Background: an optimization exercise with open tools, aiming at small area, a short achievable clock period and few clock cycles per item. Do not read the settings as production practice.
RTL that was checked went through simulation tests only; none was proved equivalent to the original.
Only the layout flow was run in runs 2 and 3; the RTL was not checked for function there.
No activity file was given, so power comes from the tool's default toggle rates.

### design/flow/design.v
module alu_top (
    input wire clk,
    input wire rst,
    input wire in_valid,
    output wire in_ready,
    input wire [2:0] opcode,
    input wire [31:0] a,
    input wire [31:0] b,
    output reg out_valid,
    output reg [31:0] result
);
    localparam K = 4;           
    localparam NCH = 32 / K;    
    localparam ADD = 3'd0, MUL = 3'd1, SUB = 3'd2, DIV = 3'd3,
               SHR = 3'd4, SHL = 3'd5, NOR = 3'd6, XOR = 3'd7;
    reg [31:0] A, B;
    reg [2:0]  op;
    reg        full;        
    reg        first;       
    reg        ready_c;     
    reg        ready_f;     
    wire       ready_q = ready_c | ready_f;
    reg [5:0]  cnt;         
    reg        swp_q;       
    assign in_ready = ready_q;
    function [5:0] nchunks(input [31:0] v);
        integer j;
        begin
            nchunks = 6'd0;
            for (j = 0; j < NCH; j = j + 1)
                if (|v[K*j +: K]) nchunks = j + 1;
        end
    endfunction
    function [33:0] add33(input [32:0] x, input [32:0] y, input ci, input kill);
        integer i, l;
        reg [33:0] g, p, g2, p2;
        begin
            g = {x & y & {33{~kill}}, ci & ~kill};
            p = {x ^ y, 1'b0};
            for (l = 1; l < 34; l = l * 2) begin
                g2 = g;
                p2 = p;
                for (i = 0; i < 34; i = i + 1)
                    if ((i / l) % 2 == 1) begin
                        g2[i] = g[i] | (p[i] & g[(i / l) * l - 1]);
                        p2[i] = p[i] & p[(i / l) * l - 1];
                    end
                g = g2;
                p = p2;
            end
            add33 = {g[33], (x ^ y) ^ g[32:0]};
        end
    endfunction
    wire is_mul = (op == MUL);
    wire is_div = (op == DIV);
    wire is_md  = is_mul | is_div;
    wire is_as  = (op == ADD) | (op == SUB);
    wire [5:0] cha = nchunks(A);
    wire [5:0] chb = nchunks(B);
    wire       b_zero = (chb == 6'd0);
    wire       swp   = first & is_mul & swp_q;
    wire [5:0] n_mul = swp ? chb : cha;
    wire [6:0] n_dd  = {1'b0, cha} - {1'b0, chb};
    wire [5:0] n_div = b_zero ? NCH : (n_dd[6] ? 6'd1 : n_dd[5:0] + 6'd1);
    wire [5:0] n = is_mul ? n_mul : n_div;
    wire [5:0] r = is_md ? (n * K) :
                   (op == SHL) ? (6'd32 - {1'b0, B[4:0]}) :
                   (op == SHR) ? {1'b0, B[4:0]} : K;    
    wire [5:0] m = 6'd32 - r;
    wire [31:0] rin = swp ? B : A;
    reg  [31:0] rot;
    always @(*) begin
        rot = rin;
        if (r[0]) rot = {rot[0], rot[31:1]};
        if (r[1]) rot = {rot[1:0], rot[31:2]};
        if (r[2]) rot = {rot[3:0], rot[31:4]};
        if (r[3]) rot = {rot[7:0], rot[31:8]};
        if (r[4]) rot = {rot[15:0], rot[31:16]};
    end
    reg  [31:0] low;
    integer i;
    always @(*) begin
        for (i = 0; i < 32; i = i + 1)
            low[i] = (i < m);
    end
    wire [31:0] rot_lo = rot & low;
    wire [31:0] rot_hi = rot & ~low;
    wire inv = is_div | (op == SUB);
    wire [31:0] R0 = first ? rot_lo : result;
    wire [31:0] Q0 = first ? rot_hi : A;
    wire [31:0] D  = swp ? A : B;
    reg  [31:0] Rs, Qs;
    reg  [32:0] r2, y;
    reg  [33:0] s;
    reg         en, kl;
    wire is_xor = (op == XOR);
    integer k;
    always @(*) begin
        Rs = R0;
        Qs = Q0;
        for (k = 0; k < K; k = k + 1) begin
            en = is_mul ? Qs[31] : (is_div | (k == K - 1));
            kl = is_xor & (k == K - 1);
            r2 = {Rs, ~is_mul & Qs[31]};
            y  = en ? ({1'b0, D} ^ {33{inv}}) : 33'd0;
            s  = add33(r2, y, inv & en, kl);
            Rs = (is_div & ~s[33]) ? r2[31:0] : s[31:0];
            Qs = {Qs[30:0], is_div & s[33]};
        end
    end
    wire fin_first = ~is_md | (n <= 6'd1);
    wire fin = full & (first ? fin_first : (cnt == 6'd0));
    wire fin_next = first ? (n == 6'd2) : (cnt == 6'd1);
    wire big = |B[31:5];
    reg [31:0] misc;
    always @(*) begin
        case (op[1:0])
            2'b00: misc = big ? 32'd0 : rot_lo;     
            2'b01: misc = big ? 32'd0 : rot_hi;     
            2'b10: misc = ~(A | B);                 
            default: misc = ~(A | B);               
        endcase
    end
    reg [NCH-1:0] anz, tb;
    integer j;
    always @(*) begin
        for (j = 0; j < NCH; j = j + 1)
            anz[j] = |a[K*j +: K];
        for (j = 0; j < NCH; j = j + 1)
            tb[j] = |(b >> (K*j));
    end
    wire b_fewer = |(anz & ~tb);
    wire div_fast = tb[0] & ~b_fewer;
    always @(posedge clk) begin
        if (ready_q) begin
            A  <= a;
            B  <= b;
            op <= opcode;
            swp_q <= b_fewer;
        end else begin
            A <= Qs;
            if (swp) B <= A;
        end
        result <= (is_div & fin) ? Qs : ((op[2] & ~is_xor) ? misc : Rs);
        if (first) cnt <= n - 6'd2;
        else       cnt <= cnt - 6'd1;
        if (rst) begin
            full <= 1'b0;
            first <= 1'b0;
            ready_c <= 1'b1;
            ready_f <= 1'b0;
            out_valid <= 1'b0;
        end else begin
            out_valid <= fin;
            if (ready_q) begin
                full <= in_valid;
                first <= in_valid;
                ready_c <= ~in_valid | (opcode != MUL && opcode != DIV);
                ready_f <= (opcode == MUL && (~|a[31:K] || ~|b[31:K])) |
                           (opcode == DIV && div_fast);
            end else begin
                full <= ~fin;
                first <= 1'b0;
                ready_c <= fin | fin_next;
                ready_f <= 1'b0;
            end
        end
    end
endmodule
### design/flow/standard.sh
#!/bin/bash
# synth_recipe.tcl (not shown) runs the flow's synth.tcl, then flattens the netlist and writes it again
# the make line also repeats each setting of config.mk as NAME=value (left out here)
make -C /OpenROAD-flow-scripts/flow DESIGN_CONFIG=/design/flow/config.mk WORK_HOME=/design/flow/orfs CLKGATE_MAP_FILE= SYNTH_SCRIPT=/design/flow/synth_recipe.tcl "${@:-finish}"
### design/flow/config.mk
export PLATFORM = sky130hd
export DESIGN_NAME = alu_top
export DESIGN_NICKNAME = alu_top
export VERILOG_FILES = /design/flow/design.v
export SDC_FILE = /design/flow/constraint.sdc
export NUM_CORES = 4
export LEC_CHECK = 0
export ABC_AREA = 1
export CAP_MARGIN = 20
export CORE_MARGIN = 2
export CORE_UTILIZATION = 40
export SLEW_MARGIN = 20
### design/flow/constraint.sdc
create_clock -name core_clock -period 100.0 [get_ports {clk}]
set_input_delay 20.0000 -clock core_clock [delete_from_list [all_inputs] [get_ports {clk}]]
set_output_delay 20.0000 -clock core_clock [all_outputs]
set_load 0.01 [all_outputs]
### design/flow/flow/run.sh
#!/bin/bash
# Standard layout, with buf_2 cells as the port buffers (instead of the
# delay buffer buffer_ports picks by default).
cp standard.sh standard_copy.log 2>/dev/null
export BUFFER_PORTS_ARGS="-buffer_cell sky130_fd_sc_hd__buf_2"
bash standard.sh > standard.log 2>&1
==> notes.md, run 1 <==
post-route minimum period 22300 ps; clk sinks 111; # DRC 0; fin nets approximately 3400; Worst EP required roughly 100000 ps; vias ~21000; Final Setup Violations 0; largest net degree at the start of global routing 96; root buf cell clkbuf_16; P&R area growth vs syn 6.59%; antenna violations before repair 0; CTS tree done; Leak 0.0101 uW; Synthesis Warnings 1; cells after synthesis 3177; CP bufs+invs 1; DIE AREA 0.0465 mm^2; Adder-Cell Fraction of Synth Area 11.9%; chip height between 200 and 250 um; clk_skew between 15 and 20 ps; DPL Wire Length 66.6 mm; fraction of the cycle the final worst path needs 22.3%; DR iter-0 viols between 2000 and 2500; Area contributors post-synth nand2_1, dfxtp_1, ha_1; critical path type in -> reg; row cnt 77; Max Root-Sink Buffers 2; CP max stage delay 480 ps; largest family of logic cells by synthesized area simple AND/OR/NAND/NOR gates; top-count cell post-synth nand2_1; Post-synth EDFFs 4; ANT cells 0; Top FF cell, synth dfxtp_1; PostCTS Resize Cnt 0; starting density of the core 40.5%; Net Count, Synth 3408; CTS buffer count 9; Max Slew Vio Count 0; Placer Congestion approximately 1; critical path, cell by cell buf_2 -> nor4_1 -> nand2_1 -> nor3_1 -> nand3_1 -> nor3_1 -> nand2_1 -> nor2_1 -> nand2_1 -> a21oi_1 -> a2111oi_0 -> nand2_1 -> a21oi_1 -> nand3_1 -> a211oi_1; R2R cell count 102; hold_sp cnt[0]; Skew-Pair Late Insertion Delay 400 ps; worst reg2reg path endpoint result[23]; fill cell count 4992; xor and xnor area share after synthesis 5.42%; asr flop ratio synth 0%; hold_buf cts 0; Vias/cell 5.62; Setup Fix Bufs, Post-CTS 0; I/O Buffers between 100 and 150; family with the most delay on the worst path simple AND/OR/NAND/NOR gates; Simple-Gate Fraction of Synth Area 40.9%; PwrDens 27.5 mW/mm^2; Cell Area, Synth 0.0179 mm^2; type of the tightest min-delay check reg -> reg; VDD IR max 0.0124 mV; Commonest cells post-synth nand2_1, inv_1, nand3_1; drt wl/cell 21.7 um; Total Power between 500 and 600 uW; CP startpoint kind input port; Final Util 43.2%; Fin Setup TNS 0 ps; Slew headroom roughly a quarter; I/O pins 104; arrival time at the worst endpoint ~23000 ps; Detail Route Antenna Nets 0; CP max-delay cell nor4_1; Core Area 0.0442 mm^2; gr ovfl total 0; Final Hold Violating Endpoints 0; compound-gate portion of the synthesized area 17.4%; Seq/Total Area, Yosys 12.6%; critical path endpoint category flip-flop; mux share of post-synthesis cell area less than 1%; Critical R2R Launch op[1]; outcome finished clean; vias in the first global route 19900; layout cells sized above 1 7.98%; DRT Wirelength 81.8 mm; total number of H-tree levels 3; GRT Total Usage 34.8%; area share of the largest cell type after synthesis 20.8%; Worst-path clk slew about 90 ps; Die X 216 um; Hold Path End cnt[0]; FF-to-FF setup slack just under 80000 ps; Synth area leader nand2_1; Top cell by count, worst path nand2_1; worst-margin pin slew 1100 ps; syn avg cell area about 5.6 um^2; Synth Register Bits 111; WHS Path Cells 1; first drt pass iteration count 8; RSZ-0062 raised after global routing no; global-route wire length before repair roughly 120 mm; Worst Path Max Fanout 3; max-cap violations 0; Distinct cells, synth 56; Achievable Freq around 0.045 GHz
layout make-up:
| type | instances | area [um^2] | share of cell area, % |
|---|---|---|---|
| timing repair buffer | 131 | 726 | 3.80 |
| multi-input combinational | 2556 | 13700 | 71.7 |
| sequential | 111 | 2270 | 11.9 |
| clock inverter | 7 | 63.8 | 0.334 |
| inverter | 367 | 1380 | 7.21 |
| clock buffer | 9 | 225 | 1.18 |
| tap | 592 | 741 | 3.88 |
layer usage:
metal	vias to the layer above	track usage, %	routed length [um]
li1	10400	-	-
met1	9778	45.0	34900
met2	863	58.3	37400
met3	173	4.27	5390
met4	0	14.9	4090
met5	-	0	0
report_power, final:
part	leakage, uW	internal [uW]	switching (uW)
logic	0.00906	151	268
registers	0.000945	55.9	10.8
clock network	0.000145	17.5	21.6
worst max-delay path by stage:
stage           from         end  slack, ps  cells after the start
6_report       b[30]     ready_f      77700                     15
3_3_place_gp   b[30]     ready_f      77520                     15
5_1_grt         B[0]  result[29]      77170                    112
3_5_place_dp   b[30]     ready_f      77440                     15
2_1_floorplan  b[30]     ready_f      78260                     14
4_1_cts        b[30]     ready_f      77850                     15
cell usage in the layout (no fill, tap or decap), drive strengths merged, types with 9 or more instances in the layout:
cell type  netlist  final
nand2          998    998
inv            367    368
o21ai          324    324
nand3          315    315
nor2           199    199
ha             145    145
a21oi          138    138
buf             57    131
dfxtp          107    107
xor2            72     72
or2             70     70
nand4           46     46
xnor2           39     39
and2            24     24
nor3            22     22
a31oi           22     22
o22ai           17     17
fa              16     16
nor4            15     15
o211ai          14     14
mux2i           13     13
o21bai          11     11
a21boi          10     10
a32oi            9      9
clkbuf          86      9
through the flow:
stage | cell area [um^2] | hold WS, ps | std cells | worst slack, ps
floorplan | 17900 | 440 | 3177 | 78260
global placement | 18800 | 465 | 3757 | 77520
detailed placement | 18800 | 482 | 3757 | 77440
CTS | 19100 | 497 | 3773 | 77850
global route | 19100 | 514 | 3773 | 77170
finish | 19100 | 489 | 3773 | 77700
state kept, by name (all words and copies together), names as in the netlist:
name,flops
A,32
B,32
cnt,6
first,1
full,1
op,3
out_valid,1
ready_c,1
ready_f,1
result,32
swp_q,1
cells by family after synthesis:
group | after synthesis
flops | 111
compound gates | 570
xor+xnor | 111
fa+ha+maj | 161
mux | 13
buf+inv | 510
simple gates | 1701
Testbench counts, summed over its fixed seeds: cycles 93,116, ops 64,000.
==> inputs of run 2 (changes only) <==
--- a/design/flow/design.v
+++ b/design/flow/design.v
@@ -18,10 +18,9 @@
     reg        full;        
     reg        first;       
-    reg        ready_c;     
-    reg        ready_f;     
-    wire       ready_q = ready_c | ready_f;
+    reg        ready_q;     
     reg [5:0]  cnt;         
     reg        swp_q;       
-    assign in_ready = ready_q;
+    reg        nready_o;
+    assign in_ready = ~nready_o;
     function [5:0] nchunks(input [31:0] v);
         integer j;
@@ -148,6 +147,6 @@
             full <= 1'b0;
             first <= 1'b0;
-            ready_c <= 1'b1;
-            ready_f <= 1'b0;
+            ready_q <= 1'b1;
+            nready_o <= 1'b0;
             out_valid <= 1'b0;
         end else begin
@@ -156,12 +155,15 @@
                 full <= in_valid;
                 first <= in_valid;
-                ready_c <= ~in_valid | (opcode != MUL && opcode != DIV);
-                ready_f <= (opcode == MUL && (~|a[31:K] || ~|b[31:K])) |
+                ready_q <= ~in_valid | (opcode != MUL && opcode != DIV) |
+                           (opcode == MUL && (~|a[31:K] || ~|b[31:K])) |
                            (opcode == DIV && div_fast);
+                nready_o <= in_valid & (opcode == MUL || opcode == DIV) &
+                            ~(opcode == MUL && (~|a[31:K] || ~|b[31:K])) &
+                            ~(opcode == DIV && div_fast);
             end else begin
                 full <= ~fin;
                 first <= 1'b0;
-                ready_c <= fin | fin_next;
-                ready_f <= 1'b0;
+                ready_q <= fin | fin_next;
+                nready_o <= ~(fin | fin_next);
             end
         end
==> run 2 against run 1 <==
Compared with the run above: utilization down 0.60 points; sequential share of layout area about the same; register-to-register slack improved by 310 ps; routed wire length shrank 7.3%; still clean on timing, DRC and antenna; final cell count is 0.37% lower; area after synthesis is 1.4% higher; sequential cell count unchanged; largest cell class unchanged; clock-buffer cell count did not move; global-route usage down 3.4 points; via count is 0.39% higher; largest power group unchanged; synthesized cell count shrank 0.50%.
==> notes.md, run 2 <==
outcome finished clean; Final Hold Violating Endpoints 0; GRT Total Usage 31.5%; Core Area roughly 0.045 mm^2; Max Root-Sink Buffers 2; Clock Power Share roughly 7.4%; VDD IR max 0.0109 mV; CP startpoint kind input port; Flop pwr share 12.7%; Leak 0.00995 uW; largest registers A: 32 flops, B: 32 flops, result: 32 flops; DIE AREA 0.0472 mm^2; largest net degree at the start of global routing 82; root buf cell clkbuf_16; vias 21300; WHS Path Cells 1; Post-synth EDFFs 4; Placer Congestion just over 1; cell area after layout 0.0192 mm^2; global-route wire length before repair 115 mm; Distinct cells, synth 66; Worst Path Max Fanout 2; Comb power frac 79.9%; antenna violations before repair 1; type of the tightest min-delay check reg -> reg; clk sinks around 110; layout cells sized above 1 9.40%; total number of H-tree levels 3; P&R area growth vs syn 5.72%; RSZ-0062 raised after global routing no; fraction of the cycle the final worst path needs a little under a quarter; chip height 217 um; Max Slew Vio Count 0; critical path type in -> reg; Vias/cell 5.67; Die X 217 um; PostCTS Resize Cnt 0; Skew-Pair Late Insertion Delay 390 ps; post-route minimum period 22940 ps; arrival time at the worst endpoint 23230 ps; starting density of the core 40.3%; fin nets 3385; cells after synthesis 3161; Synth Register Bits 111; Net Count, Synth 3392; drt wl/cell just over 20 um; Seq/Total Area, Yosys about an eighth; Worst EP required 100290 ps; Fin Setup TNS 0 ps; I/O Buffers 103; Achievable Freq 0.0436 GHz; DPL Wire Length just over 60 mm; worst-margin pin slew ~1300 ps; hold_buf cts 0; gr ovfl total 0; PwrDens 27.1 mW/mm^2; Setup Fix Bufs, Post-CTS 0; I/O pins about 100; Synthesis Warnings 1; DR iter-0 viols 2236; Placement Cell Area 0.0189 mm^2; first drt pass iteration count 6; syn avg cell area 5.75 um^2; area share of the largest cell type after synthesis around 20%; Final Setup Violations 0; Slew headroom 14.0%; vias in the first global route 19900; critical path endpoint category flip-flop; Detail Route Antenna Nets 0; CTS buffer count 9; Top FF cell, synth dfxtp_1; ANT cells 0; CTS tree done; DRT Wirelength approximately 76 mm; most common cell after layout, fill and taps aside nand2_1; clk_skew between 15 and 20 ps; Commonest cells post-synth nand2_1, inv_1, nand3_1; R2R cell count 117; row cnt 78; # DRC 0; Synth area leader nand2_1; most frequent cells in the layout nand2_1, inv_1, nand3_1; Net Sw Frac 56.6%; top-count cell post-synth nand2_1; Psw 294 uW; asr flop ratio synth 0%; Cell Area, Synth 0.0182 mm^2; Worst-path clk slew about 80 ps; Pint 226 uW; max-cap violations 0; Area contributors post-synth nand2_1, dfxtp_1, ha_1
-- run 2: final cells by class --
cell class	count	area, um^2
clock buffer	9	225
clock inverter	7	62.6
fill	5073	25900
inverter	367	1390
multi-input combinational	2543	13900
sequential	111	2270
tap	600	751
timing repair buffer	122	658
-- run 2: critical path, cell delays in order --
cell and delay, ps:
buf_2 120, nor4_2 910, o22ai_1 190, a221oi_1 1030, nor3b_1 310, o221ai_1 200
o2111ai_1 210, o21ai_0 110, nand2_1 100, inv_1 40
-- run 2: power by group through the flow --
| stage | Combinational [uW] | Clock [uW] | Sequential (uW) |
|---|---|---|---|
| 3_3_place_gp | 401 | 0 | 66.8 |
| 3_5_place_dp | 408 | 0 | 66.9 |
| 6_report | 416 | 38.3 | 66.3 |
| 5_1_grt | 463 | 39.8 | 67.0 |
| 2_1_floorplan | 305 | 0 | 65.1 |
| 4_1_cts | 411 | 38.4 | 65.9 |
-- run 2: metal layers --
layer  vias up  share of wire (%)  GRT usage [%]
met2       942                 44           50.7
met4         0                4.7           13.2
met1      9874                 43           41.6
met5         -                  0              0
li1      10300                  -              -
met3       160                8.1           5.05
-- run 2: final timing paths --
path          start         end  slack, ps
min reg2reg  cnt[0]      cnt[0]        480
max           a[19]    nready_o      77060
min          cnt[0]      cnt[0]        480
max reg2reg   B[20]  result[25]      79400
-- run 2: kinds of logic (layout without fill, tap and decap cells) --
kind of cell             Yosys count  in the layout  synth area share, %
AND/OR/NAND/NOR                 1700           1700                 41.6
AO/OA/AOI/OAI                    566            566                 17.2
buffers and inverters            507            505                 11.4
adder cells (fa/ha/maj)          161            161                 11.7
XOR/XNOR                         112            112                 5.40
flip-flops                       111            111                 12.4
multiplexers                       4              4                0.220
-- run 2: through the flow --
step	utilization, %	setup slack [ps]	total power, uW	hold slack (ps)	cells
after floorplan	-	78380	370	440	3161
after global placement	42.0	76640	467	463	3743
after detailed placement	42.0	77060	475	470	3743
after CTS	42.6	77470	515	484	3759
after global routing	42.6	77290	570	526	3759
final	42.6	77060	520	479	3759
==> inputs of run 3 (changes only) <==
--- a/design/flow/design.v
+++ b/design/flow/design.v
@@ -18,9 +18,10 @@
     reg        full;        
     reg        first;       
-    reg        ready_q;     
+    reg        ready_c;     
+    reg        ready_f;     
+    wire       ready_q = ready_c | ready_f;
     reg [5:0]  cnt;         
     reg        swp_q;       
-    reg        nready_o;
-    assign in_ready = ~nready_o;
+    assign in_ready = ready_q;
     function [5:0] nchunks(input [31:0] v);
         integer j;
@@ -147,6 +148,6 @@
             full <= 1'b0;
             first <= 1'b0;
-            ready_q <= 1'b1;
-            nready_o <= 1'b0;
+            ready_c <= 1'b1;
+            ready_f <= 1'b0;
             out_valid <= 1'b0;
         end else begin
@@ -155,15 +156,11 @@
                 full <= in_valid;
                 first <= in_valid;
-                ready_q <= ~in_valid | (opcode != MUL && opcode != DIV) |
-                           (opcode == MUL && (~|a[31:K] || ~|b[31:K])) |
-                           (opcode == DIV && div_fast);
-                nready_o <= in_valid & (opcode == MUL || opcode == DIV) &
-                            ~(opcode == MUL && (~|a[31:K] || ~|b[31:K])) &
-                            ~(opcode == DIV && div_fast);
+                ready_c <= ~in_valid | (opcode != MUL && opcode != DIV);
+                ready_f <= opcode[1] ? div_fast : (~|a[31:K] | ~|b[31:K]);
             end else begin
                 full <= ~fin;
                 first <= 1'b0;
-                ready_q <= fin | fin_next;
-                nready_o <= ~(fin | fin_next);
+                ready_c <= fin | fin_next;
+                ready_f <= 1'b0;
             end
         end
==> design/flow/flow/run.sh (replaced) <==
#!/bin/bash
# Standard layout, with buf_2 cells as the port buffers (instead of the
# delay buffer buffer_ports picks by default), and the operand pins (a[i]
# next to b[i]) and the result pins each kept together on the die edge.
export BUFFER_PORTS_ARGS="-buffer_cell sky130_fd_sc_hd__buf_2"
export PLACE_PINS_ARGS="-group_pins {in_valid opcode[0] opcode[1] opcode[2] a[0] b[0] a[1] b[1] a[2] b[2] a[3] b[3] a[4] b[4] a[5] b[5] a[6] b[6] a[7] b[7] a[8] b[8] a[9] b[9] a[10] b[10] a[11] b[11] a[12] b[12] a[13] b[13] a[14] b[14] a[15] b[15] a[16] b[16] a[17] b[17] a[18] b[18] a[19] b[19] a[20] b[20] a[21] b[21] a[22] b[22] a[23] b[23] a[24] b[24] a[25] b[25] a[26] b[26] a[27] b[27] a[28] b[28] a[29] b[29] a[30] b[30] a[31] b[31]} -group_pins {in_ready out_valid result[0] result[1] result[2] result[3] result[4] result[5] result[6] result[7] result[8] result[9] result[10] result[11] result[12] result[13] result[14] result[15] result[16] result[17] result[18] result[19] result[20] result[21] result[22] result[23] result[24] result[25] result[26] result[27] result[28] result[29] result[30] result[31]}"
bash standard.sh > standard.log 2>&1
==> run 3 against run 2 <==
Compared with the run above: synthesized cell count did not move; largest power group unchanged; critical endpoint is now in_ready; still clean; maximum frequency rose by 0.71%; combinational power barely moved; cell area fell by 0.38%; critical path type is now reg -> out; clock-buffer cell count did not move; non-clock buffer count rose by 7.
==> notes.md, run 3 <==
outcome finished clean; I/O Buffers approximately 100; most frequent cells in the layout nand2_1, nand3_1, inv_1; fin nets 3390; DP Cell Count 3740; total number of H-tree levels 3; RSZ-0062 raised after global routing no; largest registers A: 32 flops, B: 32 flops, result: 32 flops; clk_skew 14.9 ps; Net Count, Synth 3392; DIE AREA 0.0469 mm^2; R2R cell count 94; Vias/cell between 5 and 6; type of the tightest min-delay check reg -> reg; vias 21700; asr flop ratio synth 0%; GRT Total Usage 37.2%; clk sinks ~110; # DRC 0; Commonest cells post-synth nand2_1, nand3_1, inv_1; CTS buffer count 9; area occupied by registers 0.00227 mm^2; gr ovfl total 0; Final Setup Violations 0; Distinct cells, synth 65; Synth area leader nand2_1; WHS Path Cells 1; max-cap violations 0; DPL Wire Length 73.6 mm; first drt pass iteration count 7; Total Power 522 uW; I/O pins 104; antenna violations before repair 4; Post-synth EDFFs 4; CP startpoint kind flip-flop; fraction of the cycle the final worst path needs between 20% and 30%; CTS tree done; Slew headroom 22.7%; syn avg cell area 5.71 um^2; arrival time at the worst endpoint about 2800 ps; row cnt 77; PwrDens between 20 and 30 mW/mm^2; Skew-Pair Late Insertion Delay around 400 ps; area share of the largest cell type after synthesis between 20 and 25%; Synth Register Bits 111; cells after synthesis 3161; Detail Route Antenna Nets 0; global-route wire length before repair 129 mm; starting density of the core 40.7%; chip height 216 um; Achievable Freq 0.0439 GHz; largest net degree at the start of global routing 77; ANT cells 0; Final Hold Violating Endpoints 0; Seq/Total Area, Yosys between 10 and 15%; P&R area growth vs syn 6.02%; worst-margin pin slew 1160 ps; layout cells sized above 1 8.50%; PostCTS Resize Cnt 0; most common cell after layout, fill and taps aside nand2_1; Worst EP required roughly 80000 ps; Worst Path Max Fanout 48; Worst-path clk slew 80 ps; DR iter-0 viols approximately 2500; multi-input logic area ~0.014 mm^2; critical path type reg -> out; Cell Area, Synth 0.0181 mm^2; critical path endpoint category output port; drt wl/cell 23.7 um; Synthesis Warnings 1; root buf cell clkbuf_16; Fin Setup TNS 0 ps; Area contributors post-synth nand2_1, dfxtp_1, ha_1; Die X 216 um; Non-Filler Instances roughly 3800; Setup Fix Bufs, Post-CTS 0; Leak 0.00997 uW; DRT Wirelength 89.1 mm; Max Root-Sink Buffers 2; Max Slew Vio Count 0; top-count cell post-synth nand2_1; hold_buf cts 0; post-route minimum period 22780 ps; Top FF cell, synth dfxtp_1; fill cell count 4958; VDD IR max 0.0110 mV; vias in the first global route 19900; Placer Congestion 1.00; Core Area between 0.04 and 0.05 mm^2
run 3: cell types whose count changed after synthesis, sizes merged, moves of 14 or more:
cell | before | now
o21ai | 337 | 308
nand2 | 968 | 983
nand3 | 310 | 351
inv | 362 | 346
clkbuf | 58 | 72
run 3: kinds of logic (layout without fill, tap and decap cells):
| logic type | Yosys count | after routing | share of synthesized area, % |
|---|---|---|---|
| buffers and inverters | 490 | 493 | 10.9 |
| muxes | 5 | 5 | 0.277 |
| AOI/OAI and AO/OA | 547 | 547 | 16.7 |
| DFF | 111 | 111 | 12.5 |
| and+or+nand+nor | 1731 | 1731 | 42.1 |
| adders and majority gates | 161 | 161 | 11.8 |
| xor gates and xnor gates | 116 | 116 | 5.63 |
run 3: cell type report:
class / instances / share of cell area, %
clock buffer: 9 / 1.18
clock inverter: 7 / 0.340
inverter: 348 / 6.84
tap: 592 / 3.87
timing repair buffer: 129 / 3.71
sequential: 111 / 11.8
multi-input combinational: 2560 / 72.2
run 3: worst max-delay path, cell delays in order (launching register included):
cell and delay, ps:
dfxtp_1 300, nor2_1 730, clkinv_2 880, buf_2 440
run 3: worst paths after layout:
| path | slack, ps | from | to |
|---|---|---|---|
| max | 77220 | ready_f | in_ready |
| min | 500 | cnt[0] | cnt[0] |
| max reg2reg | 79210 | op[1] | result[15] |
| min reg2reg | 500 | cnt[0] | cnt[0] |
run 3: layer usage:
| layer | vias up | share of wire [%] | GRT usage (%) |
|---|---|---|---|
| li1 | 10400 | - | - |
| met1 | 10200 | 44 | 51.0 |
| met2 | 1083 | 42 | 57.7 |
| met3 | 137 | 8.7 | 5.12 |
| met4 | 4 | 5.0 | 17.1 |
| met5 | - | 0.063 | 0 |
run 3: stage by stage:
stage	hold slack (ps)	utilization (%)	setup WS (ps)	area (um^2)
detailed placement	488	42.4	77710	18900
CTS	500	43.1	77280	19100
finish	500	43.1	77220	19100
global placement	464	42.4	77750	18900
floorplan	440	-	78340	18100
global route	546	43.1	77060	19100
run 3: report_power, final:
part	total, uW	switching (uW)	internal (uW)
combinational	414	266	148
clock	38.5	21.0	17.5
sequential	69.1	13.5	55.7
total	522	301	221
==> inputs of run 4 (changes only) <==
--- a/design/flow/design.v
+++ b/design/flow/design.v
@@ -157,5 +157,6 @@
                 first <= in_valid;
                 ready_c <= ~in_valid | (opcode != MUL && opcode != DIV);
-                ready_f <= opcode[1] ? div_fast : (~|a[31:K] | ~|b[31:K]);
+                ready_f <= (opcode == MUL && (~|a[31:K] || ~|b[31:K])) |
+                           (opcode == DIV && div_fast);
             end else begin
                 full <= ~fin;
==> run 4 against run 3 <==
Compared with the run above: highest routed layer is now met4; first-iteration DRC count grew 2.0%; worst hold slack lost 20 ps; largest power group unchanged; largest cell class unchanged; global-route usage shrank 1.7 points; critical endpoint is now ready_f; worst setup slack better by 760 ps; combinational power rose by 3%; maximum frequency up 3.5%; register-to-register slack gained 240 ps; synthesized cell count rose by 0.51%.
==> notes.md, run 4 <==
outcome finished clean; Total Power 535 uW; VDD IR max 0.0131 mV; Vias/cell 5.76; DP Cell Count 3759; Pint 226 uW; most frequent cells in the layout nand2_1, inv_1, nand3_1; Top FF cell, synth dfxtp_1; critical path type in -> reg; Detail Route Antenna Nets 0; Max Root-Sink Buffers 2; P&R area growth vs syn 6.83%; area share of the largest cell type after synthesis 20.8%; Seq/Total Area, Yosys approximately 13%; clk_skew 11.9 ps; Distinct cells, synth 56; max-cap violations 0; CTS tree done; hold_buf cts 0; PostCTS Resize Cnt 0; I/O Buffers 103; arrival time at the worst endpoint 22250 ps; hold_sp cnt[0]; PwrDens around 28 mW/mm^2; DRT Wirelength roughly 84 mm; Core Area 0.0442 mm^2; Critical R2R Launch op[1]; Worst Path Max Fanout 3; Setup Fix Bufs, Post-CTS 0; GRT Total Usage 35.5%; row cnt 77; asr flop ratio synth 0%; root buf cell clkbuf_16; Worst EP required between 100000 and 150000 ps; critical path endpoint category flip-flop; Placer Congestion 1.05; DPL Wire Length 69.0 mm; most common cell after layout, fill and taps aside nand2_1; top-count cell post-synth nand2_1; Psw 309 uW; Crit. Startpoint b[30]; post-route minimum period 22010 ps; largest net degree at the start of global routing 127; clk sinks 111; CP startpoint kind input port; Skew-Pair Late Insertion Delay 370 ps; vias around 22000; global-route wire length before repair 124 mm; # DRC 0; layout cells sized above 1 under 10%; starting density of the core around two fifths; I/O pins between 100 and 150; Flop pwr share 13.4%; Post-synth EDFFs 4; cells after synthesis around 3200; largest registers A: 32 flops, B: 32 flops, result: 32 flops; Worst-path clk slew ~80 ps; Placement Cell Area about 0.019 mm^2; Cell Area, Synth 0.0179 mm^2; Non-Filler Instances 3779; total number of H-tree levels 3; drt wl/cell 22.3 um; Final Hold Violating Endpoints 0; Achievable Freq 0.0454 GHz; Final Setup Violations 0; antenna violations before repair 2; chip height between 200 and 250 um; RSZ-0062 raised after global routing no; Net Count, Synth 3408; Synth area leader nand2_1; CTS buffer count 9; Synth Register Bits 111; syn avg cell area 5.64 um^2; Area contributors post-synth nand2_1, dfxtp_1, ha_1; fin nets 3409; Synthesis Warnings 1; Max Slew Vio Count 0; DR iter-0 viols 2502; type of the tightest min-delay check reg -> reg; Fin Setup TNS 0 ps; Clock Power Share 7.1%; worst-margin pin slew 1150 ps; vias in the first global route 20400; Die X 216 um; Net Sw Frac 57.8%; Commonest cells post-synth nand2_1, inv_1, nand3_1; first drt pass iteration count 6; cell area after layout 0.0192 mm^2; Slew headroom a little under a quarter; gr ovfl total 0; Comb power frac 79.5%; Final Util a little over two fifths; fraction of the cycle the final worst path needs approximately 22%; DIE AREA 0.0465 mm^2; Leak 0.0102 uW
run 4: area by class of cell:
class                      instances  area [um^2]
sequential                       111         2270
antenna                            4         10.0
timing repair buffer             133          744
fill                            4986        25100
clock inverter                     5         41.3
clock buffer                      11          254
tap                              592          741
inverter                         367         1380
multi-input combinational       2556        13700
run 4: cells by family after synthesis:
group / Yosys count / share of synthesized area [%]
AND/OR/NAND/NOR: 1701 / 40.9
multiplexers: 13 / 0.726
buffers and inverters: 510 / 11.0
AO/OA/AOI/OAI: 570 / 17.4
XOR/XNOR: 111 / 5.42
flip-flops: 111 / 12.6
adder cells (fa/ha/maj): 161 / 11.9
run 4: final timing paths:
check,endpoint,slack (ps),cells past startpoint
setup / recovery,ready_f,77990,15
hold / removal,cnt[0],480,1
setup reg to reg,result[26],79450,106
hold reg to reg,cnt[0],480,1
run 4: power groups by stage:
stage	logic, uW	registers (uW)	clock network (uW)
3_5_place_dp	417	70.6	0
3_3_place_gp	410	70.8	0
6_report	425	71.6	38.2
4_1_cts	420	69.7	38.1
5_1_grt	471	71.4	39.3
2_1_floorplan	301	64.9	0
run 4: per-stage QoR:
stage,hold WS (ps),setup WS [ps]
after CTS,487,78060
after floorplan,440,78260
after global routing,504,77650
final,480,77990
after detailed placement,476,77660
after global placement,463,77640
run 4: routing by layer:
layer / GRT usage (%) / part of all wire [%]
met4: 17.4 / 5.8
met3: 5.60 / 8.8
met1: 45.6 / 41
met5: 0 / 0
met2: 57.9 / 44
run 4: critical path, cell delays in order:
cell	delay, ps
buf_2	110
nor4_1	440
nand2_1	100
nor3_1	290
nand3_1	170
nor3_1	250
nand2_1	120
nor2_1	180
nand2_1	70
a21oi_1	140
a2111oi_0	70
nand2_1	100
a21oi_1	50
nand3_1	90
a211oi_1	60
Testbench counts of run 4, summed over its fixed seeds: cycles 93,116, ops 64,000.
==> inputs of run 5 (changes only) <==
--- a/design/flow/design.v
+++ b/design/flow/design.v
@@ -23,5 +23,6 @@
     reg [5:0]  cnt;         
     reg        swp_q;       
-    assign in_ready = ready_q;
+    reg        nready_c_o, nready_f_o;
+    assign in_ready = ~(nready_c_o & nready_f_o);
     function [5:0] nchunks(input [31:0] v);
         integer j;
@@ -132,4 +133,6 @@
     wire b_fewer = |(anz & ~tb);
     wire div_fast = tb[0] & ~b_fewer;
+    wire rc_next = ~in_valid | (opcode != MUL && opcode != DIV);
+    wire rf_next = opcode[1] ? div_fast : (~|a[31:K] | ~|b[31:K]);
     always @(posedge clk) begin
         if (ready_q) begin
@@ -150,4 +153,6 @@
             ready_c <= 1'b1;
             ready_f <= 1'b0;
+            nready_c_o <= 1'b0;
+            nready_f_o <= 1'b1;
             out_valid <= 1'b0;
         end else begin
@@ -156,7 +161,8 @@
                 full <= in_valid;
                 first <= in_valid;
-                ready_c <= ~in_valid | (opcode != MUL && opcode != DIV);
-                ready_f <= (opcode == MUL && (~|a[31:K] || ~|b[31:K])) |
-                           (opcode == DIV && div_fast);
+                ready_c <= rc_next;
+                ready_f <= rf_next;
+                nready_c_o <= ~rc_next;
+                nready_f_o <= ~rf_next;
             end else begin
                 full <= ~fin;
@@ -164,4 +170,6 @@
                 ready_c <= fin | fin_next;
                 ready_f <= 1'b0;
+                nready_c_o <= ~(fin | fin_next);
+                nready_f_o <= 1'b1;
             end
         end
--- a/design/flow/config.mk
+++ b/design/flow/config.mk
@@ -9,4 +9,4 @@
 export CAP_MARGIN = 20
 export CORE_MARGIN = 2
-export CORE_UTILIZATION = 40
+export CORE_UTILIZATION = 30
 export SLEW_MARGIN = 20
==> run 5 against run 4 <==
Compared with the run above: via count decreased by 2.6%; critical path depth unchanged; critical endpoint unchanged; combinational power decreased by 7.5%; area after synthesis increased by 1.1%; utilization decreased by 10 points; worst setup slack improved by 500 ps; cell area increased by 3.0%; routed wire length decreased by 8.1%; register-to-register slack improved by 1100 ps; still clean on timing, DRC and antenna; sequential power about the same; worst hold slack got worse by 4.1 ps.
==> notes.md, run 5 <==
P&R area growth vs syn 8.86%; ANT cells 0; Top FF cell, synth dfxtp_1; most common cell after layout, fill and taps aside nand2_1; Seq/Total Area, Yosys 12.7%; type of the tightest min-delay check reg -> reg; cells after synthesis 3172; Achievable Freq 0.0465 GHz; Worst EP required approximately 100000 ps; Final Hold Violating Endpoints 0; Post-synth EDFFs 4; Critical R2R Launch B[0]; CTS tree done; syn avg cell area 5.71 um^2; Cell Area, Synth 0.0181 mm^2; Setup Fix Bufs, Post-CTS 0; clk sinks 113; Placer Congestion 1.04; asr flop ratio synth 0%; hold_sp cnt[5]; Net Sw Frac between 50 and 60%; antenna violations before repair 1; DIE AREA 0.0624 mm^2; global-route wire length before repair 116 mm; Final Setup Violations 0; Worst Path Max Fanout 4; Flop pwr share 13.6%; gr ovfl total 0; Net Count, Synth 3403; Comb power frac 74.5%; DPL Wire Length 63.3 mm; Skew-Pair Late Insertion Delay around 440 ps; Core Area about 0.06 mm^2; Synthesis Warnings 1; Commonest cells post-synth nand2_1, nand3_1, inv_1; vias between 20000 and 25000; critical path endpoint category flip-flop; Synth area leader nand2_1; Total Power 528 uW; drt wl/cell 19.6 um; Max Slew Vio Count 0; CTS buffer count 17; Crit. Startpoint b[29]; PwrDens 26.8 mW/mm^2; Die X 250 um; root buf cell clkbuf_16; layout cells sized above 1 8.94%; CP startpoint kind input port; fin nets 3406; Fin Setup TNS 0 ps; Vias/cell 5.34; RSZ-0062 raised after global routing no; Synth Register Bits 113; chip height between 200 and 250 um; # DRC 0; area share of the largest cell type after synthesis around a fifth; clk_skew roughly 12 ps; Area contributors post-synth nand2_1, dfxtp_1, ha_1; Leak 0.0103 uW; GRT Total Usage between 20% and 30%; hold_buf cts 0; DRT Wirelength 77.6 mm; critical path type in -> reg; max-cap violations 0; vias in the first global route 19300; first drt pass iteration count 6; most frequent cells in the layout nand2_1, nand3_1, inv_1; fraction of the cycle the final worst path needs 21.5%; Psw around 290 uW; DR iter-0 viols 2587; post-route minimum period 21510 ps; VDD IR max 0.0131 mV; I/O pins 104; Slew headroom about a fifth; total number of H-tree levels 4; row cnt 90; Detail Route Antenna Nets 0; Pint 238 uW; arrival time at the worst endpoint 21850 ps; Distinct cells, synth 67; Max Root-Sink Buffers 2; largest net degree at the start of global routing 91; Clock Power Share a little under an eighth; outcome finished clean; Hold Slack between 400 and 500 ps; starting density of the core between 30% and 40%; I/O Buffers 103; largest registers A: 32 flops, B: 32 flops, result: 32 flops; top-count cell post-synth nand2_1; worst-margin pin slew between 1000 and 1500 ps; Worst-path clk slew 60 ps; PostCTS Resize Cnt 0
[run 5: worst paths after layout]
kind                                  end  depth (start not counted)  slack, ps
worst max register to register  result[7]                        113      80530
worst max-delay path              ready_f                         15      78490
worst min-delay path               cnt[5]                          2        480
worst min register to register     cnt[5]                          2        480
[run 5: worst max-delay path, cell delays in order]
cell and delay (ps):
buf_2 110, nor4_1 430, nand2_1 90, inv_1 120, nand4_1 160, nor3_1 180, nand2_1 90, inv_1 80
nand2_1 70, o22ai_1 150, nor3_1 90, nand3_1 80, a21oi_1 70, nand2_1 80, inv_1 40
[run 5: power groups by stage]
stage / clock, uW / sequential (uW) / combinational [uW]
after floorplan: 0 / 65.5 / 289
final: 63.1 / 71.5 / 393
after CTS: 62.5 / 69.6 / 389
after global routing: 64.5 / 71.8 / 441
after global placement: 0 / 70.5 / 384
after detailed placement: 0 / 70.4 / 386
[run 5: logic make-up after synthesis]
family	count (synthesis)	share of synthesized area, %
flops	113	12.7
mux	10	0.552
simple gates	1754	42.5
compound gates	543	16.6
buf+inv	488	10.9
fa+ha+maj	161	11.8
xor+xnor	103	4.98
[run 5: per-stage QoR]
step                setup slack [ps]  cells  cell area (um^2)  utilization, %
floorplan                      78560   3172             18100               -
global placement               78130   3938             19100            31.9
detailed placement             78100   3938             19100            31.9
CTS                            78530   3970             19700            32.9
global route                   78300   3970             19700            32.9
finish                         78490   3970             19700            32.9
[run 5: area by class of cell]
| type | count | area, um^2 |
|---|---|---|
| repair buffers | 125 | 681 |
| well taps | 782 | 978 |
| clock buffers | 19 | 464 |
| fillers | 6783 | 40300 |
| clock inverters | 13 | 125 |
| multi-input cells | 2571 | 13900 |
| inverters | 347 | 1310 |
| flip-flops and latches | 113 | 2310 |
[run 5: per-layer routing]
metal | track usage [%] | share of wire, %
met2 | 38.0 | 43
met4 | 12.2 | 5.8
met5 | 0 | 0
met1 | 31.9 | 42
met3 | 4.28 | 9.3
Testbench counts of run 5, summed over its fixed seeds: cycles 93,116, ops 64,000.
==> inputs of run 6 (changes only) <==
--- a/design/flow/config.mk
+++ b/design/flow/config.mk
@@ -9,4 +9,4 @@
 export CAP_MARGIN = 20
 export CORE_MARGIN = 2
-export CORE_UTILIZATION = 30
+export CORE_UTILIZATION = 40
 export SLEW_MARGIN = 20
==> run 6 against run 5 <==
Compared with the run above: critical path depth is the same; highest routed layer is now met5; critical endpoint unchanged; clock power increased by 1%; critical path type unchanged; area after synthesis did not move; still clean.
==> notes.md, run 6 <==
R2R cell count 106; Distinct cells, synth 67; post-route minimum period around 21000 ps; Leak 0.0103 uW; Final Setup Violations 0; max-cap violations 0; DPL Wire Length 69.9 mm; Synthesis Warnings 1; I/O Buffers 103; hold_buf cts 0; Synth Register Bits 113; CTS buffer count 17; DRT Wirelength between 80 and 90 mm; DIE AREA 0.0470 mm^2; Die X roughly 220 um; gr ovfl total 0; Top cell by count, worst path nand2_1; WHS Path Cells 2; drt wl/cell approximately 23 um; layout cells sized above 1 9.00%; antenna violations before repair 4; most frequent cells in the layout nand2_1, nand3_1, inv_1; Core Area 0.0445 mm^2; Non-Filler Instances 3784; Worst EP required 100340 ps; GRT Total Usage 36.2%; largest registers A: 32 flops, B: 32 flops, result: 32 flops; Slew headroom 33.5%; fraction of the cycle the final worst path needs about 21%; clk_skew 15.5 ps; fin nets 3408; Fin Setup TNS 0 ps; DR iter-0 viols 2423; DP Cell Count around 3800; Placer Congestion 1.04; vias in the first global route 20200; Max Slew Vio Count 0; Max Root-Sink Buffers 2; row cnt just under 80; global-route wire length before repair 127 mm; Crit. Startpoint b[29]; worst reg2reg path endpoint result[30]; # DRC 0; CP max stage delay 410 ps; Setup Fix Bufs, Post-CTS 0; Vias/cell 5.75; P&R area growth vs syn 7.70%; starting density of the core 40.7%; PwrDens 27.8 mW/mm^2; syn avg cell area 5.71 um^2; Worst Path Max Fanout 4; chip height 217 um; first drt pass iteration count 6; arrival time at the worst endpoint 21820 ps; outcome finished clean; Net Count, Synth 3403; area share of the largest cell type after synthesis 20.4%; FF-to-FF setup slack 80130 ps; Critical R2R Launch op[1]; cells after synthesis approximately 3200; CP bufs+invs 4; vias 21700; clk sinks 113; Hold Path End cnt[5]; top-count cell post-synth nand2_1; Final Hold Violating Endpoints 0; worst-margin pin slew 988 ps; most common cell after layout, fill and taps aside nand2_1; critical path type in -> reg; RSZ-0062 raised after global routing no; Area contributors post-synth nand2_1, dfxtp_1, ha_1; Top FF cell, synth dfxtp_1; Worst-path clk slew around 60 ps; family with the most delay on the worst path simple AND/OR/NAND/NOR gates; critical path endpoint category flip-flop; asr flop ratio synth 0%; Achievable Freq 0.0465 GHz; Seq/Total Area, Yosys between 10% and 20%; PostCTS Resize Cnt 0; I/O pins 104; Post-synth EDFFs 4; type of the tightest min-delay check reg -> reg; total number of H-tree levels 4; Skew-Pair Late Insertion Delay between 400 and 500 ps; CP startpoint kind input port; VDD IR max 0.0168 mV; Commonest cells post-synth nand2_1, nand3_1, inv_1; Synth area leader nand2_1; hold_sp cnt[5]; root buf cell clkbuf_16; CP max-delay cell nor4_1; Detail Route Antenna Nets 0; critical path, cell by cell buf_2 -> nor4_1 -> nand2_1 -> inv_1 -> nand4_1 -> nor3_1 -> nand2_1 -> inv_1 -> nand2_1 -> o22ai_1 -> nor3_1 -> nand3_1 -> a21oi_1 -> nand2_1 -> inv_1; CTS tree done; largest net degree at the start of global routing 105; Cell Area, Synth 0.0181 mm^2
[run 6: area by class of cell]
| cell class | count | area [um^2] |
|---|---|---|
| tap | 592 | 741 |
| clock inverter | 12 | 133 |
| clock buffer | 20 | 457 |
| inverter | 347 | 1310 |
| timing repair buffer | 127 | 696 |
| multi-input combinational | 2571 | 13900 |
| antenna | 2 | 5.00 |
| fill | 4918 | 25000 |
| sequential | 113 | 2310 |
[run 6: how the worst max path moves through the flow]
stage,to,cells after the start
floorplan,ready_f,14
global placement,ready_f,15
CTS,ready_f,15
detailed placement,ready_f,15
global route,ready_f,15
finish,ready_f,15
[run 6: cells by family (layout without fill, tap and decap cells)]
kind of cell | after synthesis | count (layout) | share of synthesized area [%]
other | 0 | 2 | 0
muxes | 10 | 10 | 0.552
DFF | 113 | 113 | 12.7
buffers and inverters | 488 | 506 | 10.9
xor gates and xnor gates | 103 | 103 | 4.98
adders and majority gates | 161 | 161 | 11.8
AOI/OAI and AO/OA | 543 | 543 | 16.6
and+or+nand+nor | 1754 | 1754 | 42.5
[run 6: stage by stage]
stage | setup slack, ps | util, % | instance area, um^2 | hold slack (ps) | power, uW
after global placement | 78110 | 42.5 | 18900 | 462 | 463
final | 78520 | 43.9 | 19500 | 471 | 543
after global routing | 78220 | 43.8 | 19500 | 507 | 590
after CTS | 78520 | 43.8 | 19500 | 476 | 534
after detailed placement | 78080 | 42.5 | 18900 | 467 | 469
after floorplan | 78560 | - | 18100 | 440 | 355
[run 6: tightest hold or removal path, delay by kind of cell, from the launching register on]
kind           cells  cell delay [ps]
flip-flops         1              310
AO/OA/AOI/OAI      2              120
[run 6: power by group]
part | switching (uW) | internal (uW) | total [uW]
registers | 14.8 | 56.5 | 71.3
clock network | 25.9 | 38.0 | 63.9
logic | 262 | 146 | 407
total | 302 | 240 | 543
[run 6: per-layer routing]
layer	up-vias	global-route usage (%)	routed length, um
li1	10400	-	-
met2	939	56.7	36900
met5	-	0	17
met1	10200	46.7	36500
met3	227	6.97	7090
met4	2	19.7	5470

[what the ideal ports hide]
How much do the figures lean on ideal ports? The routed layouts below were timed once more, with nothing changed but the port constraints. Step 1 assumes that a clkbuf_16 drives the clock port and a buf_2 every other input. Step 2 times the ports against the registers' clock, not the clock port: input delays grow and output delays shrink by t, the midpoint of the rising clock arrivals with the driver on. Three values: ideal ports, drivers, drivers and shift; two values: the first two.
run	t (ns)	slack for setup (ns)	worst setup path after step 2	clock arrival spread, ns
run 1	0.436	77.702 / 77.731 / 77.294	input to register	0.018 / 0.017
run 2	0.434	77.061 / 77.089 / 76.655	input to register	0.018 / 0.019
run 3	0.449	77.223 / 77.169 / 77.617	register to output	0.015 / 0.015
run 4	0.415	77.987 / 78.012 / 77.597	input to register	0.012 / 0.012
run 5	0.473	78.490 / 78.503 / 78.031	input to register	0.012 / 0.013
run 6	0.492	78.516 / 78.550 / 78.058	input to register	0.016 / 0.016
After both steps setup and hold are still met in every run listed. For run 5, which loses most, drivers alone change the setup slack by +0.013 ns; drivers and shift together by -0.459 ns.
